Context: an optimization exercise on an open-source flow, tuned for small area, a short achievable clock period and few clock cycles per item. The choices shown serve that exercise and are no tape-out recipe.
Only simulation tests tie the RTL to the original design; equivalence was not proved.
No activity file was given, so power comes from the tool's default toggle rates.

$ cat flow/config.mk
export PLATFORM = sky130hd
export DESIGN_NAME = lstm
export DESIGN_NICKNAME = lstm
export VERILOG_FILES = /design/flow/design.v
export SDC_FILE = /design/flow/constraint.sdc
export NUM_CORES = 4
export LEC_CHECK = 0
export CAP_MARGIN = 20
export CORE_MARGIN = 2
export CORE_UTILIZATION = 45
export PLACE_DENSITY = 0.6
export SLEW_MARGIN = 20
$ cat flow/constraint.sdc
create_clock -name core_clock -period 12.0 [get_ports {clock}]
set_input_delay 2.4000 -clock core_clock [delete_from_list [all_inputs] [get_ports {clock}]]
set_output_delay 2.4000 -clock core_clock [all_outputs]
set_load 0.01 [all_outputs]
$ cat flow/design.v
module lstm #(parameter INPUT_SZ   =  2,
                  parameter HIDDEN_SZ  =  4,
                  parameter OUTPUT_SZ  =  1, 
                  parameter QN        =  6,
                  parameter QM        = 11,
                  parameter DSP48_PER_ROW_G = 4,
                  parameter DSP48_PER_ROW_M = 2)
                 (inputVec,
                  trainingFlag,
                  clock,
                  reset,
                  newSample,
                  dataoutReady,
                  outputVec);
    parameter BITWIDTH           = QN + QM + 1;
    parameter INPUT_BITWIDTH     = BITWIDTH*INPUT_SZ;
    parameter LAYER_BITWIDTH     = BITWIDTH*HIDDEN_SZ;
    parameter MULT_BITWIDTH      = (2*BITWIDTH+2);
    parameter ELEMWISE_BITWIDTH  = MULT_BITWIDTH*HIDDEN_SZ;
    parameter OUTPUT_BITWIDTH    = OUTPUT_SZ * BITWIDTH;  
	parameter ADDR_BITWIDTH      = log2(HIDDEN_SZ);
	parameter ADDR_BITWIDTH_X    = log2(INPUT_SZ);
	parameter MUX_BITWIDTH		  = log2(DSP48_PER_ROW_M);
	parameter N_DSP48            = HIDDEN_SZ/DSP48_PER_ROW_M;
    input [INPUT_BITWIDTH-1:0]       inputVec;
    input                            trainingFlag;
    input                            clock;
    input                            reset;
    input                            newSample;
    output reg                       dataoutReady;
    output reg [LAYER_BITWIDTH-1:0] outputVec;
    wire   [ADDR_BITWIDTH_X-1:0] colAddressRead_wZX;
    wire   [ADDR_BITWIDTH-1:0]   colAddressRead_wZY;
    wire   [ADDR_BITWIDTH_X-1:0] colAddressRead_wIX;
    wire   [ADDR_BITWIDTH-1:0]   colAddressRead_wIY;
    wire   [ADDR_BITWIDTH_X-1:0] colAddressRead_wFX;
    wire   [ADDR_BITWIDTH-1:0]   colAddressRead_wFY;
    wire   [ADDR_BITWIDTH_X-1:0] colAddressRead_wOX;
    wire   [ADDR_BITWIDTH-1:0]   colAddressRead_wOY;
    wire   [LAYER_BITWIDTH-1:0]  wZX_out;
    wire   [LAYER_BITWIDTH-1:0]  wZY_out;
    wire   [LAYER_BITWIDTH-1:0]  wIX_out;
    wire   [LAYER_BITWIDTH-1:0]  wIY_out;
    wire   [LAYER_BITWIDTH-1:0]  wFX_out;
    wire   [LAYER_BITWIDTH-1:0]  wFY_out;
    wire   [LAYER_BITWIDTH-1:0]  wOX_out;
    wire   [LAYER_BITWIDTH-1:0]  wOY_out;
    wire   [LAYER_BITWIDTH-1:0]  gate_Z;
    wire   [LAYER_BITWIDTH-1:0]  gate_I;
    wire   [LAYER_BITWIDTH-1:0]  gate_F;
    wire   [LAYER_BITWIDTH-1:0]  gate_O;
    wire                         gateReady_Z;
    wire                         gateReady_I;
    wire                         gateReady_F;
    wire                         gateReady_O;
    reg                          beginCalc;
    reg                          z_ready;
    reg                          f_ready;
    reg                          y_ready;
    reg signed [LAYER_BITWIDTH-1:0]    prevLayerOut;
    reg signed [BITWIDTH-1:0]    inputVecSample;
    reg signed [BITWIDTH-1:0]    prevOutVecSample;
    wire signed [LAYER_BITWIDTH-1:0] bZ;
    wire signed [LAYER_BITWIDTH-1:0] bI;
    wire signed [LAYER_BITWIDTH-1:0] bF;
    wire signed [LAYER_BITWIDTH-1:0] bO;
    reg                          endState;
    reg [LAYER_BITWIDTH-1:0] biasROM [0:31];
    initial begin
        $readmemh("weights.hex", biasROM);
    end
    assign bZ = biasROM[6];
    assign bI = biasROM[14];
    assign bF = biasROM[22];
    assign bO = biasROM[30];
    reg signed [ELEMWISE_BITWIDTH-1:0] elemWiseMult_out;
    reg [1:0] muxStageSelector;
    reg signed  [LAYER_BITWIDTH-1:0] ZI_prod;
    reg signed  [LAYER_BITWIDTH-1:0] CF_prod;
    reg signed [LAYER_BITWIDTH-1:0] layer_C;
    reg signed  [LAYER_BITWIDTH-1:0] prev_C;
    reg signed  [MUX_BITWIDTH-1:0] rowMux;
    reg signed  [MUX_BITWIDTH-1:0] NEXTrowMux;
    reg signed  [LAYER_BITWIDTH-1:0] elemWise_op1;
    reg signed  [LAYER_BITWIDTH-1:0] elemWise_op2;
    reg signed  [LAYER_BITWIDTH-1:0] elemWise_mult1;
    wire signed  [LAYER_BITWIDTH-1:0] elemWise_mult2;
    reg  signed  [LAYER_BITWIDTH-1:0] elemWise_mult1_FF;
    reg  signed  [LAYER_BITWIDTH-1:0] elemWise_mult2_FF;
    wire signed  [LAYER_BITWIDTH-1:0] tanh_result;
    wire reset_sigm;
    wire reset_tanh;
    reg  sigmoidEnable;
    reg  tanhEnable;
	  assign reset_sigm = reset || !sigmoidEnable;
	  assign reset_tanh = reset || !tanhEnable;
    integer j;
    gate #(INPUT_SZ, HIDDEN_SZ, QN, QM, DSP48_PER_ROW_G) GATE_Z (inputVecSample, prevOutVecSample, wZX_out, wZY_out, bZ, beginCalc,
                                                             clock, reset, colAddressRead_wZX, colAddressRead_wZY, gateReady_Z, gate_Z);
    weightRAM  #(HIDDEN_SZ,  INPUT_SZ, BITWIDTH, 0)  WRAM_Z_X (colAddressRead_wZX, clock, wZX_out);
    weightRAM  #(HIDDEN_SZ, HIDDEN_SZ, BITWIDTH, 2)  WRAM_Z_Y (colAddressRead_wZY, clock, wZY_out);
    gate #(INPUT_SZ, HIDDEN_SZ, QN, QM, DSP48_PER_ROW_G) GATE_I (inputVecSample, prevOutVecSample, wIX_out, wIY_out, bI, beginCalc,
                                                             clock, reset, colAddressRead_wIX, colAddressRead_wIY, gateReady_I, gate_I);
    weightRAM  #(HIDDEN_SZ,  INPUT_SZ, BITWIDTH, 8)  WRAM_I_X (colAddressRead_wIX, clock, wIX_out);
    weightRAM  #(HIDDEN_SZ, HIDDEN_SZ, BITWIDTH, 10)  WRAM_I_Y (colAddressRead_wIY, clock, wIY_out);
    gate #(INPUT_SZ, HIDDEN_SZ, QN, QM, DSP48_PER_ROW_G) GATE_F (inputVecSample, prevOutVecSample, wFX_out, wFY_out, bF, beginCalc,
                                                             clock, reset, colAddressRead_wFX, colAddressRead_wFY, gateReady_F, gate_F);
    weightRAM  #(HIDDEN_SZ,  INPUT_SZ, BITWIDTH, 16)  WRAM_F_X (colAddressRead_wFX, clock, wFX_out);
    weightRAM  #(HIDDEN_SZ, HIDDEN_SZ, BITWIDTH, 18)  WRAM_F_Y (colAddressRead_wFY, clock, wFY_out);
    gate #(INPUT_SZ, HIDDEN_SZ, QN, QM, DSP48_PER_ROW_G) GATE_O (inputVecSample, prevOutVecSample, wOX_out, wOY_out, bO, beginCalc,
                                                             clock, reset, colAddressRead_wOX, colAddressRead_wOY, gateReady_O, gate_O);
    weightRAM  #(HIDDEN_SZ,  INPUT_SZ, BITWIDTH, 24)  WRAM_O_X (colAddressRead_wOX, clock, wOX_out);
    weightRAM  #(HIDDEN_SZ, HIDDEN_SZ, BITWIDTH, 26)  WRAM_O_Y (colAddressRead_wOY, clock, wOY_out);
    genvar i;
    generate
        for (i = 0; i < HIDDEN_SZ; i = i + 1) begin
            sigmoid #(QN,QM) sigmoid_i (elemWise_op2[i*BITWIDTH +: BITWIDTH], clock, reset_sigm, elemWise_mult2[i*BITWIDTH +: BITWIDTH]);
        end
    endgenerate
    generate
        for (i = 0; i < HIDDEN_SZ; i = i + 1) begin
            tanh #(QN,QM) tanh_i (elemWise_op1[i*BITWIDTH +: BITWIDTH], clock, reset_tanh, tanh_result[i*BITWIDTH +: BITWIDTH]);
        end
    endgenerate
	always @(posedge clock) begin
        if( reset == 1'b1) begin
            inputVecSample   <= {BITWIDTH{1'b0}};
            prevOutVecSample <= {BITWIDTH{1'b0}};
        end
        else begin
            inputVecSample   <= inputVec[colAddressRead_wZX*BITWIDTH +: BITWIDTH];
            prevOutVecSample <= prevLayerOut[colAddressRead_wZY*BITWIDTH +: BITWIDTH]; 
        end
    end
    always @(posedge clock) begin
        case (muxStageSelector)
            2'd0 : begin
                elemWise_op1 <= gate_Z;
                elemWise_op2 <= gate_I;
            end
            2'd1 : begin
                elemWise_op1 <= 18'b0;
                elemWise_op2 <= gate_F;
            end
            2'd2 : begin
                elemWise_op1 <= layer_C;
                elemWise_op2 <= gate_O;
            end
            default : begin
				elemWise_op1 <= gate_Z;
                elemWise_op2 <= gate_I;
            end
        endcase
    end
    always @(posedge clock) begin
        if(muxStageSelector == 2'd1)
            elemWise_mult1 <= prev_C;
        else
            elemWise_mult1 <= tanh_result;
    end
    always @(posedge clock) begin
		if(reset) begin
			ZI_prod <= {LAYER_BITWIDTH{1'b0}};
		end
        else if (z_ready) begin
            for(j=0; j < HIDDEN_SZ; j = j + 1) begin
                ZI_prod[j*BITWIDTH +: BITWIDTH] <= elemWiseMult_out[j*MULT_BITWIDTH +: MULT_BITWIDTH] >>> QM;
            end
        end
	end
    always @(posedge clock) begin
		if(reset) begin
			CF_prod <= {LAYER_BITWIDTH{1'b0}};
		end
        else if (f_ready) begin
            for(j=0; j < HIDDEN_SZ; j = j + 1) begin
                CF_prod[j*BITWIDTH +: BITWIDTH] <= elemWiseMult_out[j*MULT_BITWIDTH +: MULT_BITWIDTH] >>> QM;
            end
        end
	end
    always @(posedge clock) begin
		if(reset) begin
			prevLayerOut <= {LAYER_BITWIDTH{1'b0}};
		end
        else if (y_ready) begin
            for(j=0; j < HIDDEN_SZ; j = j + 1) begin
                prevLayerOut[j*BITWIDTH +: BITWIDTH] <= elemWiseMult_out[j*MULT_BITWIDTH +: MULT_BITWIDTH] >>> QM;
            end
        end
	end
    always @(*) begin
        for(j=0; j < HIDDEN_SZ; j = j + 1) begin
            layer_C[j*BITWIDTH +: BITWIDTH] = ZI_prod[j*BITWIDTH +: BITWIDTH] +  CF_prod[j*BITWIDTH +: BITWIDTH];
        end
    end
    always @(posedge clock) begin
        if (reset)
    		prev_C <= {LAYER_BITWIDTH{1'b0}};
        else if(y_ready)
            prev_C <= layer_C;
	end
    always @(posedge clock) begin
		elemWise_mult2_FF <= elemWise_mult2;
	end
    always @(posedge clock) begin
        for(j=0; j < HIDDEN_SZ; j = j + 1) begin
            elemWiseMult_out[j*MULT_BITWIDTH +: MULT_BITWIDTH] <= ($signed(elemWise_mult2_FF[j*BITWIDTH +: BITWIDTH]) *
																							 $signed(elemWise_mult1[j*BITWIDTH +: BITWIDTH]));
        end
    end
	always @(*) begin
		outputVec = prevLayerOut;
	end
    always @(posedge clock) begin
        if (reset)
            dataoutReady <= 1'b0;
        else
            dataoutReady <= endState;
    end
    parameter IDLE             = 5'd0;
    parameter GATE_CALC_INIT   = 5'd1;
    parameter GATE_CALC        = 5'd2;
    parameter NON_LIN_1A_PIPE  = 5'd3;
    parameter NON_LIN_1A       = 5'd4;
    parameter NON_LIN_2A       = 5'd5;
    parameter NON_LIN_3A       = 5'd6;
    parameter NON_LIN_4A       = 5'd7;
    parameter NON_LIN_5A       = 5'd8;
    parameter ELEM_PROD_A_PIPE = 5'd9;
    parameter ELEM_PROD_A      = 5'd10;
    parameter NON_LIN_1B_PIPE  = 5'd11;
    parameter NON_LIN_1B       = 5'd12;
    parameter NON_LIN_2B       = 5'd13;
    parameter NON_LIN_3B       = 5'd14;
    parameter NON_LIN_4B       = 5'd15;
    parameter NON_LIN_5B       = 5'd16;
    parameter ELEM_PROD_B_PIPE = 5'd17;
    parameter ELEM_PROD_B      = 5'd18;
    parameter NON_LIN_1C_PIPE  = 5'd19;
    parameter NON_LIN_1C_PIPE2 = 5'd20;
    parameter NON_LIN_1C       = 5'd21;
    parameter NON_LIN_2C       = 5'd22;
    parameter NON_LIN_3C       = 5'd23;
    parameter NON_LIN_4C       = 5'd24;
    parameter NON_LIN_5C       = 5'd25;
    parameter ELEM_PROD_C_PIPE = 5'd26;
    parameter ELEM_PROD_C      = 5'd27;
    parameter END              = 5'd28;
    reg [4:0] state;
    reg [4:0] NEXTstate;
    always @(posedge clock) begin
		if (reset == 1'b1) begin
			state  <= IDLE;
		end
		else begin
			state  <= NEXTstate;
		end
	end
	always @(*) begin
		case(state)
			IDLE :
			begin
				if ( newSample == 1'b1) begin
					NEXTstate = GATE_CALC_INIT;
				end
				else begin
					NEXTstate = IDLE;
				end
			end
			GATE_CALC_INIT:
			begin
				NEXTstate = GATE_CALC;
			end
			GATE_CALC:
			begin
				if (gateReady_Z == 1'b1 || gateReady_I == 1'b1 || gateReady_F == 1'b1 || gateReady_O == 1'b1) begin
					NEXTstate = NON_LIN_1A_PIPE;
				end
				else begin
					NEXTstate = GATE_CALC;
				end
			end
			NON_LIN_1A_PIPE:
			begin
				NEXTstate = NON_LIN_1A;
			end
			NON_LIN_1A:
			begin
				NEXTstate = NON_LIN_2A;
			end
			NON_LIN_2A:
			begin
				NEXTstate = NON_LIN_3A;
			end
			NON_LIN_3A:
			begin
				NEXTstate = NON_LIN_4A;
			end
			NON_LIN_4A:
			begin
				NEXTstate = NON_LIN_5A;
			end
			NON_LIN_5A:
			begin
				NEXTstate = ELEM_PROD_A_PIPE;
			end
			ELEM_PROD_A_PIPE:
			begin
					NEXTstate  = ELEM_PROD_A;
			end
			ELEM_PROD_A:
			begin
					NEXTstate  = NON_LIN_1B_PIPE;
			end
			NON_LIN_1B_PIPE:
			begin
				NEXTstate = NON_LIN_1B;
			end
			NON_LIN_1B:
			begin
				NEXTstate = NON_LIN_2B;
			end
			NON_LIN_2B:
			begin
				NEXTstate = NON_LIN_3B;
			end
			NON_LIN_3B:
			begin
				NEXTstate = NON_LIN_4B;
			end
			NON_LIN_4B:
			begin
				NEXTstate = NON_LIN_5B;
			end
			NON_LIN_5B:
			begin
				NEXTstate = ELEM_PROD_B_PIPE;
			end
			ELEM_PROD_B_PIPE:
			begin
					NEXTstate  = ELEM_PROD_B;
			end
			ELEM_PROD_B:
			begin
					NEXTstate  = NON_LIN_1C_PIPE;
			end
			NON_LIN_1C_PIPE:
			begin
				NEXTstate = NON_LIN_1C_PIPE2;
			end
			NON_LIN_1C_PIPE2:
			begin
				NEXTstate = NON_LIN_1C;
			end
			NON_LIN_1C:
			begin
				NEXTstate = NON_LIN_2C;
			end
			NON_LIN_2C:
			begin
				NEXTstate = NON_LIN_3C;
			end
			NON_LIN_3C:
			begin
				NEXTstate = NON_LIN_4C;
			end
			NON_LIN_4C:
			begin
				NEXTstate = NON_LIN_5C;
			end
			NON_LIN_5C:
			begin
				NEXTstate = ELEM_PROD_C_PIPE;
			end
			ELEM_PROD_C_PIPE:
			begin
					NEXTstate  = ELEM_PROD_C;
			end
			ELEM_PROD_C:
			begin
					NEXTstate  = END;
			end
			END :
			begin
				NEXTstate = IDLE;
			end
			default:
			begin
				NEXTstate = IDLE;
			end
		endcase
	end
	always @(*) begin
		case(state)
			IDLE :
			begin
				beginCalc        = 1'b0;
				muxStageSelector = 2'b0;
				sigmoidEnable    = 1'b0;
				tanhEnable       = 1'b0;
				z_ready          = 1'b0;
				f_ready          = 1'b0;
				y_ready          = 1'b0;
				endState         = 1'b0;
			end
			GATE_CALC_INIT:
			begin
				beginCalc        = 1'b1;
				muxStageSelector = 2'b0;
				sigmoidEnable    = 1'b0;
				tanhEnable       = 1'b0;
				z_ready          = 1'b0;
				f_ready          = 1'b0;
				y_ready          = 1'b0;
				endState         = 1'b0;
			end
			GATE_CALC:
			begin
				beginCalc        = 1'b0;
				muxStageSelector = 2'b0;
				sigmoidEnable    = 1'b0;
				tanhEnable       = 1'b0;
				z_ready          = 1'b0;
				f_ready          = 1'b0;
				y_ready          = 1'b0;
				endState         = 1'b0;
			end
			NON_LIN_1A_PIPE:
			begin
				beginCalc        = 1'b0;
				muxStageSelector = 2'b0;
				sigmoidEnable    = 1'b0;
				tanhEnable       = 1'b0;
				z_ready          = 1'b0;
				f_ready          = 1'b0;
				y_ready          = 1'b0;
				endState         = 1'b0;
			end
			NON_LIN_1A:
			begin
				beginCalc        = 1'b0;
				muxStageSelector = 2'b0;
				sigmoidEnable    = 1'b1;
				tanhEnable       = 1'b1;
				z_ready          = 1'b0;
				f_ready          = 1'b0;
				y_ready          = 1'b0;
				endState         = 1'b0;
			end
			NON_LIN_2A:
			begin
				beginCalc        = 1'b0;
				muxStageSelector = 2'b0;
				sigmoidEnable    = 1'b1;
				tanhEnable       = 1'b1;
				z_ready          = 1'b0;
				f_ready          = 1'b0;
				y_ready          = 1'b0;
				endState         = 1'b0;
			end
			NON_LIN_3A:
			begin
				beginCalc        = 1'b0;
				muxStageSelector = 2'b0;
				sigmoidEnable    = 1'b1;
				tanhEnable       = 1'b1;
				z_ready          = 1'b0;
				f_ready          = 1'b0;
				y_ready          = 1'b0;
				endState         = 1'b0;
			end
			NON_LIN_4A:
			begin
				beginCalc        = 1'b0;
				muxStageSelector = 2'b0;
				sigmoidEnable    = 1'b1;
				tanhEnable       = 1'b1;
				z_ready          = 1'b0;
				f_ready          = 1'b0;
				y_ready          = 1'b0;
				endState         = 1'b0;
			end
			NON_LIN_5A:
			begin
				beginCalc        = 1'b0;
				muxStageSelector = 2'b0;
				sigmoidEnable    = 1'b1;
				tanhEnable       = 1'b1;
				z_ready          = 1'b0;
				f_ready          = 1'b0;
				y_ready          = 1'b0;
				endState         = 1'b0;
			end
			ELEM_PROD_A_PIPE:
			begin
				beginCalc        = 1'b0;
				muxStageSelector = 2'b0;
				sigmoidEnable    = 1'b0;
				tanhEnable       = 1'b0;
				z_ready          = 1'b0;
				f_ready          = 1'b0;
				y_ready          = 1'b0;
				endState         = 1'b0;
			end
			ELEM_PROD_A:
			begin
				beginCalc        = 1'b0;
				muxStageSelector = 2'b1;
				sigmoidEnable    = 1'b0;
				tanhEnable       = 1'b0;
				z_ready          = 1'b0;
				f_ready          = 1'b0;
				y_ready          = 1'b0;
				endState         = 1'b0;
			end
			NON_LIN_1B_PIPE:
			begin
				beginCalc        = 1'b0;
				muxStageSelector = 2'b1;
				sigmoidEnable    = 1'b0;
				tanhEnable       = 1'b0;
				z_ready          = 1'b1;
				f_ready          = 1'b0;
				y_ready          = 1'b0;
				endState         = 1'b0;
			end
			NON_LIN_1B:
			begin
				beginCalc        = 1'b0;
				muxStageSelector = 2'b1;
				sigmoidEnable    = 1'b1;
				tanhEnable       = 1'b0;
				z_ready          = 1'b0;
				f_ready          = 1'b0;
				y_ready          = 1'b0;
				endState         = 1'b0;
			end
			NON_LIN_2B:
			begin
				beginCalc        = 1'b0;
				muxStageSelector = 2'b1;
				sigmoidEnable    = 1'b1;
				tanhEnable       = 1'b0;
				z_ready          = 1'b0;
				f_ready          = 1'b0;
				y_ready          = 1'b0;
				endState         = 1'b0;
			end
			NON_LIN_3B:
			begin
				beginCalc        = 1'b0;
				muxStageSelector = 2'b1;
				sigmoidEnable    = 1'b1;
				tanhEnable       = 1'b0;
				z_ready          = 1'b0;
				f_ready          = 1'b0;
				y_ready          = 1'b0;
				endState         = 1'b0;
			end
			NON_LIN_4B:
			begin
				beginCalc        = 1'b0;
				muxStageSelector = 2'b1;
				sigmoidEnable    = 1'b1;
				tanhEnable       = 1'b0;
				z_ready          = 1'b0;
				f_ready          = 1'b0;
				y_ready          = 1'b0;
				endState         = 1'b0;
			end
			NON_LIN_5B:
			begin
				beginCalc        = 1'b0;
				muxStageSelector = 2'b1;
				sigmoidEnable    = 1'b1;
				tanhEnable       = 1'b0;
				z_ready          = 1'b0;
				f_ready          = 1'b0;
				y_ready          = 1'b0;
				endState         = 1'b0;
			end
			ELEM_PROD_B_PIPE:
			begin
				beginCalc        = 1'b0;
				muxStageSelector = 2'b1;
				sigmoidEnable    = 1'b0;
				tanhEnable       = 1'b0;
				z_ready          = 1'b0;
				f_ready          = 1'b0;
				y_ready          = 1'b0;
				endState         = 1'b0;
			end
			ELEM_PROD_B:
			begin
				beginCalc        = 1'b0;
				muxStageSelector = 2'd2;
				sigmoidEnable    = 1'b0;
				tanhEnable       = 1'b0;
				z_ready          = 1'b0;
				f_ready          = 1'b0;
				y_ready          = 1'b0;
				endState         = 1'b0;
			end
			NON_LIN_1C_PIPE:
			begin
				beginCalc        = 1'b0;
				muxStageSelector = 2'd2;
				sigmoidEnable    = 1'b0;
				tanhEnable       = 1'b0;
				z_ready          = 1'b0;
				f_ready          = 1'b1;
				y_ready          = 1'b0;
				endState         = 1'b0;
			end
			NON_LIN_1C_PIPE2:
			begin
				beginCalc        = 1'b0;
				muxStageSelector = 2'd2;
				sigmoidEnable    = 1'b0;
				tanhEnable       = 1'b0;
				z_ready          = 1'b0;
				f_ready          = 1'b0;
				y_ready          = 1'b0;
				endState         = 1'b0;
			end
			NON_LIN_1C:
			begin
				beginCalc        = 1'b0;
				muxStageSelector = 2'd2;
				sigmoidEnable    = 1'b1;
				tanhEnable       = 1'b1;
				z_ready          = 1'b0;
				f_ready          = 1'b0;
				y_ready          = 1'b0;
				endState         = 1'b0;
			end
			NON_LIN_2C:
			begin
				beginCalc        = 1'b0;
				muxStageSelector = 2'd2;
				sigmoidEnable    = 1'b1;
				tanhEnable       = 1'b1;
				z_ready          = 1'b0;
				f_ready          = 1'b0;
				y_ready          = 1'b0;
				endState         = 1'b0;
			end
			NON_LIN_3C:
			begin
				beginCalc        = 1'b0;
				muxStageSelector = 2'd2;
				sigmoidEnable    = 1'b1;
				tanhEnable       = 1'b1;
				z_ready          = 1'b0;
				f_ready          = 1'b0;
				y_ready          = 1'b0;
				endState         = 1'b0;
			end
			NON_LIN_4C:
			begin
				beginCalc        = 1'b0;
				muxStageSelector = 2'd2;
				sigmoidEnable    = 1'b1;
				tanhEnable       = 1'b1;
				z_ready          = 1'b0;
				f_ready          = 1'b0;
				y_ready          = 1'b0;
				endState         = 1'b0;
			end
			NON_LIN_5C:
			begin
				beginCalc        = 1'b0;
				muxStageSelector = 2'd2;
				sigmoidEnable    = 1'b1;
				tanhEnable       = 1'b1;
				z_ready          = 1'b0;
				f_ready          = 1'b0;
				y_ready          = 1'b0;
				endState         = 1'b0;
			end
			ELEM_PROD_C_PIPE:
			begin
				beginCalc        = 1'b0;
				muxStageSelector = 2'd2;
				sigmoidEnable    = 1'b0;
				tanhEnable       = 1'b0;
				z_ready          = 1'b0;
				f_ready          = 1'b0;
				y_ready          = 1'b0;
				endState         = 1'b0;
			end
			ELEM_PROD_C:
			begin
				beginCalc        = 1'b0;
				muxStageSelector = 2'd2;
				sigmoidEnable    = 1'b0;
				tanhEnable       = 1'b0;
				z_ready          = 1'b0;
				f_ready          = 1'b0;
				y_ready          = 1'b0;
				endState         = 1'b0;
			end
			END :
			begin
				beginCalc        = 1'b0;
				muxStageSelector = 2'd2;
				sigmoidEnable    = 1'b0;
				tanhEnable       = 1'b0;
				z_ready          = 1'b0;
				f_ready          = 1'b0;
				y_ready          = 1'b1;
				endState         = 1'b1;
			end
			default:
			begin
				beginCalc        = 1'b0;
				muxStageSelector = 2'b0;
				sigmoidEnable    = 1'b0;
				tanhEnable       = 1'b0;
				z_ready          = 1'b0;
				f_ready          = 1'b0;
				y_ready          = 1'b0;
				endState         = 1'b0;
			end
		endcase
	end
	function integer log2;
		input [31:0] argument;
		integer k;
		begin
			 log2 = -1;
			 k = argument;
			 while( k > 0 ) begin
				log2 = log2 + 1;
				k = k >> 1;
			 end
		end
	endfunction
endmodule
module gate     #(parameter INPUT_SZ  = 2, 
				  parameter HIDDEN_SZ = 16, 
				  parameter QN = 6,
                  parameter QM = 11,
				  parameter DSP48_PER_ROW = 4)
                 (inputVec,
                  prevLayerOut,
                  weightMem_X,
                  weightMem_Y,
                  biasVec,
                  beginCalc,
                  clock,
                  reset,
                  colAddress_X,
                  colAddress_Y,
                  dataReady_gate,
                  gateOutput);
    parameter BITWIDTH         = QN + QM + 1;
    parameter LAYER_BITWIDTH   = BITWIDTH*HIDDEN_SZ;
	parameter ADDR_BITWIDTH_X  = log2(INPUT_SZ);
	parameter ADDR_BITWIDTH    = log2(HIDDEN_SZ);
	parameter IDLE       = 3'd0;
	parameter CALC_XandY = 3'd1;
	parameter SUM_X      = 3'd2;
	parameter CALC_Y     = 3'd3;
	parameter SUM_Y      = 3'd4;
	input signed        [BITWIDTH-1:0]  inputVec;
	input signed        [BITWIDTH-1:0]  prevLayerOut;
	input signed  [LAYER_BITWIDTH-1:0]  weightMem_X;
	input signed  [LAYER_BITWIDTH-1:0]  weightMem_Y;
	input signed  [LAYER_BITWIDTH-1:0]  biasVec;
	input signed                        beginCalc;
	input                               clock;
	input                               reset;
	output wire        [ADDR_BITWIDTH_X-1:0] 	colAddress_X;
	output wire        [ADDR_BITWIDTH-1:0]  colAddress_Y;
	output reg	    					    dataReady_gate;
	output reg signed [LAYER_BITWIDTH-1:0]  gateOutput;
	wire signed [LAYER_BITWIDTH-1:0] outputVec_X;
	wire signed [LAYER_BITWIDTH-1:0] outputVec_Y;
	reg signed  [LAYER_BITWIDTH-1:0] adder_X;
	wire dataReady_X;
	wire dataReady_Y;
	wire reset_dotProd_X;
	wire reset_dotProd_Y;
	reg [2:0] state;
	reg [2:0] NEXTstate;
	integer i;
    reg enable_dotprodX;
		reg enable_dotprodY;
	assign reset_dotProd_X = reset || !enable_dotprodX;
	assign reset_dotProd_Y = reset || !enable_dotprodY;
    dot_prod  #(HIDDEN_SZ,INPUT_SZ,QN,QM,DSP48_PER_ROW)  DOTPROD_X (weightMem_X, inputVec, clock, reset_dotProd_X, dataReady_X, colAddress_X, outputVec_X);
    dot_prod  #(HIDDEN_SZ,HIDDEN_SZ,QN,QM,DSP48_PER_ROW) DOTPROD_Y (weightMem_Y, prevLayerOut, clock, reset_dotProd_Y, dataReady_Y, colAddress_Y, outputVec_Y);
    always @(posedge clock) begin
        if (reset == 1'b1) begin
            adder_X    <= {LAYER_BITWIDTH{1'b0}};
        end
        else if(dataReady_X) begin
            for (i = 0; i < HIDDEN_SZ; i = i + 1) begin
                adder_X[i*BITWIDTH +: BITWIDTH] <= outputVec_X[i*BITWIDTH +: BITWIDTH] + biasVec[i*BITWIDTH +: BITWIDTH];
            end
        end
	end
    always @(posedge clock) begin
        if (reset == 1'b1) begin
            gateOutput <= {LAYER_BITWIDTH{1'b0}};
        end
        else if(dataReady_Y) begin
            for (i = 0; i < HIDDEN_SZ; i = i + 1) begin
                gateOutput[i*BITWIDTH +: BITWIDTH] <= adder_X[i*BITWIDTH +: BITWIDTH] + outputVec_Y[i*BITWIDTH +: BITWIDTH];
            end
        end
	end
    always @(posedge clock) begin
		if (reset == 1'b1) begin
			state <= 3'd0;
		end
		else begin
			state <= NEXTstate;
		end
	end
	always @(*) begin
		case(state)
			IDLE :
			begin
				if ( beginCalc == 1'b1)
					NEXTstate = CALC_XandY;
				else
					NEXTstate = IDLE;
			end
			CALC_XandY :
			begin
				if (dataReady_X == 1'b1)
					NEXTstate = SUM_X;
				else
					NEXTstate = CALC_XandY;
			end
			SUM_X :
				NEXTstate = CALC_Y;
			CALC_Y :
			begin
				if (dataReady_Y == 1'b1)
					NEXTstate = SUM_Y;
				else
					NEXTstate = CALC_Y;
			end
			SUM_Y :
				NEXTstate = IDLE;
			default:
				NEXTstate = IDLE;
		endcase
	end
	always @(*) begin
		case (state)
			IDLE :
			begin
				enable_dotprodX = 1'b0;
				enable_dotprodY = 1'b0;
				dataReady_gate  = 1'b0;
			end
			CALC_XandY:
			begin
				enable_dotprodX = 1'b1;
				enable_dotprodY = 1'b1;
				dataReady_gate  = 1'b0;
			end
			SUM_X :
			begin
				enable_dotprodX = 1'b1;
				enable_dotprodY = 1'b1;
				dataReady_gate  = 1'b0;
			end
			CALC_Y :
			begin
				enable_dotprodX = 1'b0;
				enable_dotprodY = 1'b1;
				dataReady_gate  = 1'b0;
			end
			SUM_Y :
			begin
				enable_dotprodX = 1'b0;
				enable_dotprodY = 1'b1;
				dataReady_gate  = 1'b1;
			end
            default :
			begin
				enable_dotprodX = 1'b0;
				enable_dotprodY = 1'b1;
				dataReady_gate  = 1'b1;
			end
		endcase
	end
function integer log2;
    input [31:0] argument;
    integer i;
    begin
         log2 = -1;
         i = argument;
         while( i > 0 ) begin
            log2 = log2 + 1;
            i = i >> 1;
         end
    end
endfunction
endmodule
(* use_dsp48 = "yes" *) 
module dot_prod #(parameter NROW = 16,
                  parameter NCOL = 16,
                  parameter QN   = 6,
                  parameter QM   = 11,
                  parameter DSP48_PER_ROW    = 4)
                 (weightRow,
                  inputVector,
                  clk,
                  reset,
                  dataReadyF,
                  colAddress,
                  outputVector);
  parameter BITWIDTH              = QN + QM + 1;
	parameter ADDR_BITWIDTH         = log2(NCOL);
  parameter LAYER_BITWIDTH        = BITWIDTH*NROW;
  parameter N_DSP48               = NROW/DSP48_PER_ROW;
  parameter DSP48_INPUT_BITWIDTH  = BITWIDTH*N_DSP48;
  parameter DSP48_OUTPUT_BITWIDTH = (2*BITWIDTH+1)*NROW;
  parameter MAC_BITWIDTH          = (2*BITWIDTH+1);
	parameter MUX_BITWIDTH          = log2(DSP48_PER_ROW);
	input signed      [LAYER_BITWIDTH-1:0] weightRow;
	input signed      [BITWIDTH-1:0]       inputVector;
	input         clk;
	input         reset;
	output reg    dataReadyF;
	output reg          [ADDR_BITWIDTH-1:0]  colAddress;
	output reg signed  [LAYER_BITWIDTH-1:0] outputVector;
    reg dataReady;
    reg [MUX_BITWIDTH-1:0] rowMux;
    reg signed [BITWIDTH-1:0] inputVectorPipe;
    reg signed [BITWIDTH-1:0] inputVectorPipe2;
    reg signed [DSP48_INPUT_BITWIDTH -1:0]  weightMAC;
    reg signed [DSP48_OUTPUT_BITWIDTH -1:0] outputMAC;
    integer i;
    reg [2:0] state;
    reg [2:0] NEXTstate;
    reg [ADDR_BITWIDTH-1:0] NEXTcolAddress;
    reg [MUX_BITWIDTH-1:0] NEXTrowMux;
    reg [MUX_BITWIDTH-1:0] rowMuxP;
    reg [MUX_BITWIDTH-1:0] rowMuxP2;
    reg outputEn;
    reg outputEnP;
    reg outputEnP2;
    reg clearMAC;
    parameter IDLE = 3'd0;
    parameter IDLE_RDY = 3'd1;
    parameter CALC = 3'd2;
    parameter END_PIPE  = 3'd3;
    parameter END_PIPE2  = 3'd4;
    parameter END_PIPE3  = 3'd5;
    parameter END  = 3'd6;
    always @(posedge clk) begin
      outputEnP <= outputEn;
      outputEnP2 <= outputEnP;
    end
    always @(posedge clk) begin
      if (reset == 1'b1) begin
          weightMAC       <= {DSP48_INPUT_BITWIDTH{1'b0}};
          inputVectorPipe <= {BITWIDTH{1'b0}};
      end
      else begin
          for(i = 0; i < N_DSP48; i = i + 1) begin
              weightMAC[i*BITWIDTH +: BITWIDTH] <= weightRow[(i*DSP48_PER_ROW+rowMuxP)*BITWIDTH +: BITWIDTH];
          end
          inputVectorPipe  <= inputVector;
          inputVectorPipe2  <= inputVectorPipe;
      end
    end
	always @(posedge clk) begin
		if (reset == 1'b1)
            outputMAC <= {DSP48_OUTPUT_BITWIDTH{1'b0}};
        else
        if(outputEnP) begin
				for (i=0; i < N_DSP48; i = i + 1) begin
					outputMAC[(i*DSP48_PER_ROW+rowMuxP2)*MAC_BITWIDTH +: MAC_BITWIDTH] <= $signed(outputMAC[(i*DSP48_PER_ROW+rowMuxP2)*MAC_BITWIDTH +: MAC_BITWIDTH])
                                                                           + ($signed(weightMAC[i*BITWIDTH +: BITWIDTH]) * $signed(inputVectorPipe));
			  end
        end
  end
  always @(posedge clk) begin
	if (reset == 1'b1) begin
		outputVector <= {LAYER_BITWIDTH{1'b0}};
	end
	else if (dataReady) begin
		for(i = 0; i < NROW; i = i + 1) begin
			outputVector[i*BITWIDTH +: BITWIDTH] <= ($signed(outputMAC[i*MAC_BITWIDTH +: MAC_BITWIDTH]) >>> QM);
		end
	end
  end
	always @(posedge clk) begin
		dataReadyF <= dataReady;
    rowMuxP   <= rowMux;
    rowMuxP2  <= rowMuxP;
	end
  always @(posedge clk) begin
      if( reset == 1'b1) begin
          state <= 3'd0;
          colAddress <= {ADDR_BITWIDTH{1'b0}};
          rowMux     <= {MUX_BITWIDTH{1'b0}};
      end
      else begin
          state      <= NEXTstate;
          colAddress <= NEXTcolAddress;
          rowMux     <= NEXTrowMux;
      end
  end
  always @(*) begin
      case(state)
          IDLE :
              NEXTstate = CALC;
          CALC :
              if (colAddress == NCOL-1 && rowMux == DSP48_PER_ROW-1)
                  NEXTstate = END_PIPE;
              else
                  NEXTstate = CALC;
          END_PIPE :
              NEXTstate = END_PIPE2;
          END_PIPE2:
              NEXTstate = END_PIPE3;
          END_PIPE3:
              NEXTstate = END;
          END :
              NEXTstate = END;
          default:
              NEXTstate = IDLE;
      endcase
  end
  always @(*) begin
      case(state)
          IDLE :
          begin
              dataReady      = 1'b0;
              NEXTcolAddress = 1;
              NEXTrowMux     = {MUX_BITWIDTH{1'b0}};
              outputEn       = 1'b0;
              clearMAC       = 1'b1;
          end
          CALC :
          begin
              dataReady      = 1'b0;
              NEXTcolAddress = colAddress + 1;
              if( (colAddress == NCOL - 1) && (rowMux != DSP48_PER_ROW-1)) begin
                  NEXTrowMux = rowMux + 1;
              end
              else begin
                  NEXTrowMux = rowMux;
              end
              outputEn       = 1'b1;
              clearMAC       = 1'b0;
          end
          END_PIPE :
          begin
              dataReady      = 1'b0;
              NEXTcolAddress = {ADDR_BITWIDTH{1'b0}};
              NEXTrowMux     = DSP48_PER_ROW-1;
              outputEn       = 1'b1;
              clearMAC       = 1'b0;
          end
          END_PIPE2 :
          begin
              dataReady      = 1'b0;
              NEXTcolAddress = {ADDR_BITWIDTH{1'b0}};
              NEXTrowMux     = DSP48_PER_ROW-1;
              outputEn       = 1'b1;
              clearMAC       = 1'b0;
          end
          END_PIPE3 :
          begin
              dataReady      = 1'b1;
              NEXTcolAddress = {ADDR_BITWIDTH{1'b0}};
              NEXTrowMux     = DSP48_PER_ROW-1;
              outputEn       = 1'b0;
              clearMAC       = 1'b0;
          end
          END :
          begin
              dataReady      = 1'b0;
              NEXTcolAddress = {ADDR_BITWIDTH{1'b0}};
              NEXTrowMux     = DSP48_PER_ROW-1;
              outputEn       = 1'b0;
              clearMAC       = 1'b0;
          end
          default:
          begin
              dataReady      = 1'b0;
              NEXTcolAddress = {ADDR_BITWIDTH{1'b0}};
              NEXTrowMux     = {MUX_BITWIDTH{1'b0}};
              outputEn       = 1'b0;
              clearMAC       = 1'b1;
          end
      endcase
  end
function integer log2;
	input [31:0] argument;
	integer k;
	begin
		 log2 = -1;
		 k = argument;
		 while( k > 0 ) begin
			log2 = log2 + 1;
			k = k >> 1;
		 end
	end
endfunction
endmodule
module weightRAM #(parameter NROW = 16,
                   parameter NCOL = 16,
                   parameter BITWIDTH = 18,
                   parameter BASE = 0)
                  (addressOut,
                   clock,
                   rowOut);
    parameter OUTPUT_PORT_SIZE = BITWIDTH*NROW;
    parameter ADDR_BITWIDTH    = log2(NCOL);
    input       [ADDR_BITWIDTH-1:0]     addressOut;
    input                               clock;
    output reg  [OUTPUT_PORT_SIZE-1:0]  rowOut;
    reg [OUTPUT_PORT_SIZE-1:0] ROM_matrix [0:31];
    initial begin
        $readmemh("weights.hex", ROM_matrix);
    end
    always @(posedge clock) begin
        rowOut <= ROM_matrix[BASE + addressOut];
    end
function integer log2;
    input [31:0] argument;
    integer i;
    begin
         log2 = -1;
         i = argument;
         while( i > 0 ) begin
            log2 = log2 + 1;
            i = i >> 1;
         end
    end
endfunction
endmodule
module sigmoid  #(parameter QN = 6,
                  parameter QM = 11) 
                 (input signed  [QN+QM:0] operand,
                  input                 clock,
                  input                 reset,
                  output reg signed [QN+QM:0] result);
    parameter BITWIDTH = QN + QM + 1;
    localparam signed [QN+QM:0] p0_i1 = 18'b000000000110100000;
    localparam signed [QN+QM:0] p1_i1 = 18'b000000000010010011;
    localparam signed [QN+QM:0] p2_i1 = 18'b000000000000001101;
    localparam signed [QN+QM:0] p0_i2 = 18'b000000010000000100;    
    localparam signed [QN+QM:0] p1_i2 = 18'b000000001000101110;
    localparam signed [QN+QM:0] p2_i2 = 18'b000000000001010011;
    localparam signed [QN+QM:0] p0_i3 = 18'b000000001111111100;
    localparam signed [QN+QM:0] p1_i3 = 18'b000000001000101110;
    localparam signed [QN+QM:0] p2_i3 = 18'b111111111110101101;
    localparam signed [QN+QM:0] p0_i4 = 18'b000000011001100000;
    localparam signed [QN+QM:0] p1_i4 = 18'b000000000010010011;
    localparam signed [QN+QM:0] p2_i4 = 18'b111111111111110011;
    reg signed [QN+QM:0] p2;
    reg signed [QN+QM:0] p1;
    reg signed [QN+QM:0] p0;
    reg state;
    reg signed [2*BITWIDTH:0] outputMAC;
    reg signed [BITWIDTH-1:0] multiplierMux;
    reg signed [BITWIDTH-1:0] adderMux;
    reg interval_mux_active;
	reg [2:0] STATE;
	reg [2:0] NEXT_STATE;
	parameter IDLE            = 3'd0;
	parameter INTERVAL_CHOICE = 3'd1;
	parameter COEF_CHOICE     = 3'd2;
	parameter MAC1 = 3'd3;
	parameter MAC2 = 3'd4;
	parameter END  = 3'd5;
    always @(*) begin
		if(reset) begin
			p2 <= 18'd0;
			p1 <= 18'd0;
			p0 <= 18'd0;
		end
		else begin
			if (operand < $signed(18'b111101000000000000)) begin
				p2 <= 18'd0;  
				p1 <= 18'd0;   
				p0 <= 18'd0;   
			end
			else if (operand < $signed(18'b111110100000000000)) begin
				p2 <= p2_i1;
				p1 <= p1_i1;
				p0 <= p0_i1;
			end
			else if (operand < $signed(18'd0)) begin
				p2 <= p2_i2;
				p1 <= p1_i2;
				p0 <= p0_i2;
			end
			else if (operand < $signed(18'b000001100000000000)) begin
				p2 <= p2_i3;
				p1 <= p1_i3;
				p0 <= p0_i3;
			end
			else if (operand < $signed(18'b000011000000000000)) begin
				p2 <= p2_i4;
				p1 <= p1_i4;
				p0 <= p0_i4;
			end
			else begin
				p2 <= 18'd0;
				p1 <= 18'd0;
				p0 <= 18'b000000100000000000;
			end
		end
    end
    always @(posedge clock) begin
        if(reset) begin
            multiplierMux <= 18'd0;
            adderMux      <= 18'd0;
        end
        else begin
            if (state == 1'b0) begin
                multiplierMux <= p2;
                adderMux <= p1;
            end
            else begin
                multiplierMux <= result;
                adderMux <= p0;
            end
        end
    end
    always @(posedge clock) begin
		if(reset) begin
			outputMAC <= 37'b0;
		end 
		else begin
			outputMAC <= operand*multiplierMux;
		end
	end
	always @(*) begin
		result = (outputMAC >>> QM) + adderMux;
	end
    always @(posedge clock) begin
		if(reset) begin
			STATE <= IDLE;
		end
		else begin
			STATE <= NEXT_STATE;
		end
	end
	always @(*) begin
		case(STATE)
		IDLE:
		begin
			interval_mux_active = 1;
			state =0;
		end
		INTERVAL_CHOICE:
		begin
			interval_mux_active = 1;
			state =0;
		end
		COEF_CHOICE:
		begin
			interval_mux_active = 0;
			state =0;
		end
		MAC1:
		begin
			interval_mux_active = 0;
			state = 1;
		end
		MAC2:
		begin
			interval_mux_active = 0;
			state = 1;
		end	
		END:
		begin
			interval_mux_active = 0;
			state = 1;
		end
		default:
		begin
			interval_mux_active = 0;
			state = 0;
		end
		endcase
	end
	always @(*) begin
		case(STATE)
		IDLE:
		begin
			NEXT_STATE = INTERVAL_CHOICE;
		end
		INTERVAL_CHOICE:
		begin
			NEXT_STATE = COEF_CHOICE;
		end
		COEF_CHOICE:
		begin
			NEXT_STATE = MAC1;
		end
		MAC1:
		begin
			NEXT_STATE = MAC2;
		end
		MAC2:
		begin
			NEXT_STATE = END;
		end	
		END:
		begin
			NEXT_STATE = IDLE;
		end
		default:
		begin
			NEXT_STATE = IDLE;
		end
		endcase
	end		
endmodule
module tanh     #(parameter QN = 6,
                  parameter QM = 11) 
                 (input signed  [QN+QM:0] operand,
                  input                 clock,
                  input                 reset,
                  output reg  [QN+QM:0] result);
    parameter BITWIDTH = QN + QM + 1;
    localparam signed [QN+QM:0] p0_i1 = 18'b111111110011010001;
    localparam signed [QN+QM:0] p1_i1 = 18'b000000001110111001;
    localparam signed [QN+QM:0] p2_i1 = 18'b000000000010111000;
    localparam signed [QN+QM:0] p0_i2 = 18'b000000000000000110;    
    localparam signed [QN+QM:0] p1_i2 = 18'b000000100010101100;
    localparam signed [QN+QM:0] p2_i2 = 18'b000000001010000111;
    localparam signed [QN+QM:0] p0_i3 = 18'b111111111111111001;
    localparam signed [QN+QM:0] p1_i3 = 18'b000000100010101111;
    localparam signed [QN+QM:0] p2_i3 = 18'b111111110101110111;
    localparam signed [QN+QM:0] p0_i4 = 18'b000000001100110001;
    localparam signed [QN+QM:0] p1_i4 = 18'b000000001110111001;
    localparam signed [QN+QM:0] p2_i4 = 18'b111111111101000111;
    reg signed [QN+QM:0] p2;
    reg signed [QN+QM:0] p1;
    reg signed [QN+QM:0] p0;
    reg state;
    reg signed [2*BITWIDTH:0] outputMAC;
    reg signed [BITWIDTH-1:0] multiplierMux;
    reg signed [BITWIDTH-1:0] adderMux;
    reg interval_mux_active;
	reg [2:0] STATE;
	reg [2:0] NEXT_STATE;
	parameter IDLE            = 3'd0;
	parameter INTERVAL_CHOICE = 3'd1;
	parameter COEF_CHOICE     = 3'd2;
	parameter MAC1 = 3'd3;
	parameter MAC2 = 3'd4;
	parameter END  = 3'd5;
    always @(*) begin
		if(reset) begin
			p2 <= 18'd0;
			p1 <= 18'd0;
			p0 <= 18'd0; 
		end
		else begin
			if (operand < $signed(18'b111110100000000000)) begin
				p2 <= 18'd0;  
				p1 <= 18'd0;   
				p0 <= 18'b111111100000000000;   
			end
			else if (operand < $signed(18'b111111100000000000)) begin
				p2 <= p2_i1;
				p1 <= p1_i1;
				p0 <= p0_i1;
			end
			else if (operand < $signed(18'd0)) begin
				p2 <= p2_i2;
				p1 <= p1_i2;
				p0 <= p0_i2;
			end
			else if (operand < $signed(18'b000000100000000000)) begin
				p2 <= p2_i3;
				p1 <= p1_i3;
				p0 <= p0_i3;
			end
			else if (operand < $signed(18'b000001100000000000)) begin
				p2 <= p2_i4;
				p1 <= p1_i4;
				p0 <= p0_i4;
			end
			else begin
				p2 <= 18'd0;
				p1 <= 18'd0;
				p0 <= 18'b000000100000000000;
			end
		end
    end
    always @(posedge clock) begin
        if(reset) begin
            multiplierMux <= 18'd0;
            adderMux      <= 18'd0;
        end
        else begin
            if (state == 1'b0) begin
                multiplierMux <= p2;
                adderMux <= p1;
            end
            else begin
                multiplierMux <= result;
                adderMux <= p0;
            end
        end
    end
    always @(posedge clock) begin
		if(reset) begin
			outputMAC <= 37'b0;
		end 
		else begin
			outputMAC <= operand*multiplierMux;
		end
	end
	always @(*) begin
		result = (outputMAC >>> QM) + adderMux;
	end
    always @(posedge clock) begin
		if(reset) begin
			STATE <= IDLE;
		end
		else begin
			STATE <= NEXT_STATE;
		end
	end
	always @(*) begin
		case(STATE)
		IDLE:
		begin
			interval_mux_active = 1;
			state =0;
		end
		INTERVAL_CHOICE:
		begin
			interval_mux_active = 1;
			state =0;
		end
		COEF_CHOICE:
		begin
			interval_mux_active = 0;
			state =0;
		end
		MAC1:
		begin
			interval_mux_active = 0;
			state = 1;
		end
		MAC2:
		begin
			interval_mux_active = 0;
			state = 1;
		end	
		END:
		begin
			interval_mux_active = 0;
			state = 1;
		end
		default:
		begin
			interval_mux_active = 0;
			state = 0;
		end
		endcase
	end
	always @(*) begin
		case(STATE)
		IDLE:
		begin
			NEXT_STATE = INTERVAL_CHOICE;
		end
		INTERVAL_CHOICE:
		begin
			NEXT_STATE = COEF_CHOICE;
		end
		COEF_CHOICE:
		begin
			NEXT_STATE = MAC1;
		end
		MAC1:
		begin
			NEXT_STATE = MAC2;
		end
		MAC2:
		begin
			NEXT_STATE = END;
		end	
		END:
		begin
			NEXT_STATE = IDLE;
		end
		default:
		begin
			NEXT_STATE = IDLE;
		end
		endcase
	end		
endmodule
$ cat flow/weights.hex
001b7ff4ffeac40132
006080396ffb6bfda1
005d7fc8400203fd1e
ff548049100e1bfeb5
000d7fd8500d840451
00f90012000c1ffbfd
ffb7bfea3ffad80010
000000000000000000
ffebfffffff64bfbc6
febdbfff60077ffae8
fea8ffa96004b402b3
ff59003d0ff4980527
004a404f8ff07fff1d
ff5c003c7015bffc39
0078ffefaffe3000fe
000000000000000000
fecb3ffcf0104402e8
ff7f80284ff1cbfe3f
ffa9ffd81014fc0369
ff26c02d2005e003f2
feabbff5aff4a3fb32
00ca00020ff8cbfcef
0207c085f01dd00832
000000000000000000
0069ffb81fed4bfabc
feadffd67002f7fbc9
00aec0563ff7e8006a
fee10047b008e7fc79
ffef8026601233fac0
ff70403540050c044a
0035c00b20047fff81
000000000000000000
$ cat flow/run.sh
#!/bin/bash
# synth_recipe.tcl (not shown) runs the flow's synth.tcl, then flattens the netlist and writes it again
# the make line also repeats each setting of config.mk as NAME=value (left out here)
make -C /OpenROAD-flow-scripts/flow DESIGN_CONFIG=/design/flow/config.mk WORK_HOME=/design/flow/orfs CLKGATE_MAP_FILE= SYNTH_SCRIPT=/design/flow/synth_recipe.tcl finish
==> run summary <==
max-cap violation count 0; GPL Wtd Cong 0.9121; RSZ-0062 raised after global routing false; largest family of logic cells by synthesized area adder cells; area grow syn2layout 7.176%; post-synthesis mux area share 3.821%; Initial Util 45.13%; Hold Slack 0.3740 ns; Overflow after GRT 0; worst rel slew slack 11.56%; Synth Area in XOR/XNOR 3.595%; Tot GR Track Use 24.79%; # IOs 113; placed cells 44890; period utilization 65.56%; Tmin final 7.867 ns; largest net degree at the start of global routing 171; Yosys top cell area share 30.95%; CP Launch Type register; Req. time, crit path 12.96 ns; HP Start GATE_Z.DOTPROD_X.rowMux[1]$_SDFFE_PP0P_; status no timing/DRC/antenna violations; first-pass GRT wire length 1484 mm; WHS Path Cells 0; Reg clk slew, reported paths 0.06 ns; Avg WL per Cell 20.66 um; Max Freq 127.1 MHz; YS warnings 14; Crit Path Category register to register; TritonCTS clock tree yes; max-slew violation count 0; H-tree levels 5; router iterations before antenna repair 8; Die Ht 870.8 um; FF-to-FF setup slack 4.13 ns; power density cells 73.91 nW/um^2; CP arrival 8.83 ns; die width 870.8 um; reg2reg path depth 24; clk latency of the worst-skew pair 1.10 ns; post-route ant nets 0; Finished Layout Cells 45710; Post-synth EDFFs 0; Compound-Gate Fraction of Synth Area 7.891%; VDD IR max 0.1143 mV; Min-Delay Path Class register to register; sequential share of the synthesized area 21.60%; via count 243600; CTS Root Cell clkbuf_16; Post-Syn Instances 36340; IO Port Bufs 111; Synth cell types 91; die area 758300 um^2; Max Clock Skew 0.09016 ns; worst-margin pin slew 1.313 ns; Worst setup EP type register; DRC Markers 0; Simple-Gate Fraction of Synth Area 15.14%; CTS Hold Bufs 0; setup TNS 0 ns; synthesized flop and latch total 3649; Final HPWL DP 736.9 mm; worst reg2reg startpoint GATE_F.DOTPROD_X.weightMAC[9]$_SDFF_PP0_; clk buf depth 4; FF-to-FF End GATE_F.DOTPROD_X.outputMAC[65]$_SDFFE_PP0P_; clock sink count 3649; largest area contributor in the netlist fa_1; Endpoint, Worst Hold GATE_Z.DOTPROD_X.rowMuxP[1]$_DFF_P_; final setup violation count 0; Pleak 158.7 nW; Synth area leaders fa_1, dfxtp_1, ha_1; clock buffer count from CTS 412; area of the mapped netlist 338100 um^2; Post CTS Setup Buffer Count 0; Final Hold Viols 0; core area 749200 um^2; number of global-route vias before repair 255200; Main synth FF type dfxtp_1; vias per cell 5.330; crit path max fanout 18; final wirelength 944.2 mm; fraction of layout cells with a size suffix above 1 4.291%; initial antenna violation count 65; floorplan row count 318; Post-Synth Adder-Cell Area 39.50%; net count after synthesis 43910; post_cts resized 0; DRT iter0 DRCs 17320; layout net count 42960; Syn Area/Cell 9.305 um^2; Async SR Flop Fraction 0%
-- flip-flops by register name, indices dropped and copies added, names as in the netlist, 116 cells and up --
name                        flops
GATE_O.DOTPROD_Y.outputMAC    116
GATE_I.DOTPROD_X.outputMAC    116
GATE_F.DOTPROD_X.outputMAC    116
GATE_Z.DOTPROD_X.outputMAC    116
GATE_O.DOTPROD_X.outputMAC    116
GATE_I.DOTPROD_Y.outputMAC    116
GATE_F.DOTPROD_Y.outputMAC    116
GATE_Z.DOTPROD_Y.outputMAC    116
-- cell usage after synthesis, drive strengths merged, types with 19 or more instances --
library cell / n
inv: 5801
fa: 5228
nand2: 4734
dfxtp: 3649
nor2: 2559
and2: 2414
ha: 2309
clkbuf: 1704
a21oi: 1285
xnor2: 967
a22oi: 779
mux2i: 635
o21ai: 587
xor2: 421
mux4: 282
a211oi: 273
nand2b: 257
nor3: 249
nor2b: 233
a21o: 229
nand3: 175
o21a: 125
or3: 114
a32o: 112
and3: 104
buf: 102
o21bai: 95
a31oi: 90
a22o: 84
or2: 81
a311oi: 73
nand4: 62
o31ai: 42
nor4: 41
a2111oi: 29
nor3b: 29
o211ai: 29
a21boi: 26
and4: 24
nand3b: 21
a31o: 20
mux2: 19
-- worst max-delay path, stage by stage, from the launching register on --
cell     delay [ns]
dfxtp_1        0.91
and2_1         0.27
fa_1           0.45
fa_1           0.52
inv_1          0.05
fa_1           0.47
inv_1          0.06
fa_1           0.51
inv_1          0.06
fa_1           0.54
inv_1          0.05
fa_1           0.43
ha_1           0.29
ha_1           0.33
o21a_1         0.16
o21a_1         0.14
o21ai_0        0.18
o21ai_0        0.33
a21oi_1        0.19
and3_1         0.23
o41ai_1        0.55
a21o_1         0.19
a21oi_1        0.07
xnor2_1        0.59
a32o_1         0.22
-- where the power goes --
group / total (mW) / internal [mW] / switching (mW)
registers: 12.5 / 12.2 / 0.270
logic: 0.842 / 0.238 / 0.604
clock network: 13.5 / 7.79 / 5.69
total: 26.8 / 20.2 / 6.56
-- per-layer routing --
layer  GRT usage [%]  share of wire [%]  vias up
met3           3.098                5.9     1589
met2           40.59                 46     6912
met1           33.54                 43   123500
li1                -                  -   111600
met4           9.931                4.8       22
met5               0              0.016        -
-- worst max path at each step --
stage	from	endpoint	slack, ns	cells past startpoint
global placement	GATE_F.DOTPROD_X.weightMAC[9]$_SDFF_PP0_	GATE_F.DOTPROD_X.outputMAC[28]$_SDFFE_PP0P_	4.34	24
detailed placement	GATE_F.DOTPROD_X.weightMAC[9]$_SDFF_PP0_	GATE_F.DOTPROD_X.outputMAC[28]$_SDFFE_PP0P_	4.27	24
finish	GATE_F.DOTPROD_X.weightMAC[9]$_SDFF_PP0_	GATE_F.DOTPROD_X.outputMAC[65]$_SDFFE_PP0P_	4.13	24
CTS	GATE_F.DOTPROD_X.weightMAC[9]$_SDFF_PP0_	GATE_F.DOTPROD_X.outputMAC[28]$_SDFFE_PP0P_	4.20	24
floorplan	GATE_Z.DOTPROD_Y.weightMAC[16]$_SDFF_PP0_	GATE_Z.DOTPROD_Y.outputMAC[102]$_SDFFE_PP0P_	5.29	25
global route	GATE_O.DOTPROD_X.weightMAC[16]$_SDFF_PP0_	GATE_O.DOTPROD_X.outputMAC[102]$_SDFFE_PP0P_	3.85	20
-- cell usage in the layout (no fill, tap or decap), types with 62 or more instances in the layout --
master	count
xnor2_1	966
xor2_1	420
nor3_1	239
a22o_1	84
a21o_1	229
mux2i_1	635
buf_4	318
clkdlybuf4s50_1	110
or2_2	76
a22oi_1	779
and3_1	101
nand4_1	62
nor2_1	2547
clkbuf_1	69
nand2b_1	256
a311oi_1	73
and2_1	2414
inv_1	5793
o21a_1	125
nor2b_1	231
nand2_1	4725
mux4_2	282
clkbuf_8	90
a31oi_1	90
a32o_1	112
o21bai_1	95
a21oi_1	1283
or3_1	111
o21ai_0	575
ha_1	2307
a211oi_1	273
dfxtp_1	3625
clkbuf_16	418
nand3_1	175
fa_1	5228
-- per-stage QoR --
step                util [%]  cell area (um^2)  setup WS (ns)  power [mW]
floorplan                  -            338100          5.292       13.15
global placement       46.40            347600          4.341       13.55
detailed placement     46.41            347700          4.266       13.56
CTS                    48.33            362100          4.203       27.00
global route           48.36            362300          3.847       27.55
finish                 48.37            362400          4.133       26.78
-- final cells by class --
| cell class | instances | area, um^2 |
|---|---|---|
| tap | 9920 | 12410 |
| clock buffer | 577 | 11960 |
| fill | 70460 | 386800 |
| inverter | 5803 | 21780 |
| timing repair buffer | 439 | 3686 |
| multi-input combinational | 25080 | 236800 |
| sequential | 3649 | 73110 |
| antenna | 60 | 150.1 |
| clock inverter | 181 | 2479 |
-- kinds of logic (layout without fill, tap and decap cells) --
kind of cell,count (synthesis),after routing
AO/OA/AOI/OAI,4069,4069
XOR/XNOR,1388,1388
adder cells (fa/ha/maj),7537,7537
buffers and inverters,7609,7000
flip-flops,3649,3649
multiplexers,936,936
other,1,61
AND/OR/NAND/NOR,11150,11150
Testbench counts, summed over its fixed seeds: cycles 15,688, items 320.

[afterwards: timing with drivers on the ports]
Ports are ideal in the flow. The routed layout listed here was re-timed in OpenROAD. Step 1: set_driving_cell puts a clkbuf_16 on clock and a buf_2 on each other input, an assumption about the parent block. Step 2 adds t to the input delays and takes it off the output delays; t is the mean of the earliest and latest rising clock arrival at the registers after step 1. Input paths then give back, and output paths get back, about the clock's delay inside the block. a / b / c = no drivers / after step 1 / after step 2; a / b = the first two.
shift t [ns]: 1.180
setup slack, ns: 4.133 / 4.133 / 4.133
worst register clock-pin slew, ns: 0.08 / 0.08
After both steps setup and hold are still met in this run. The setup slack of this run moves by 0.000 ns with the drivers and by 0.000 ns with both steps.
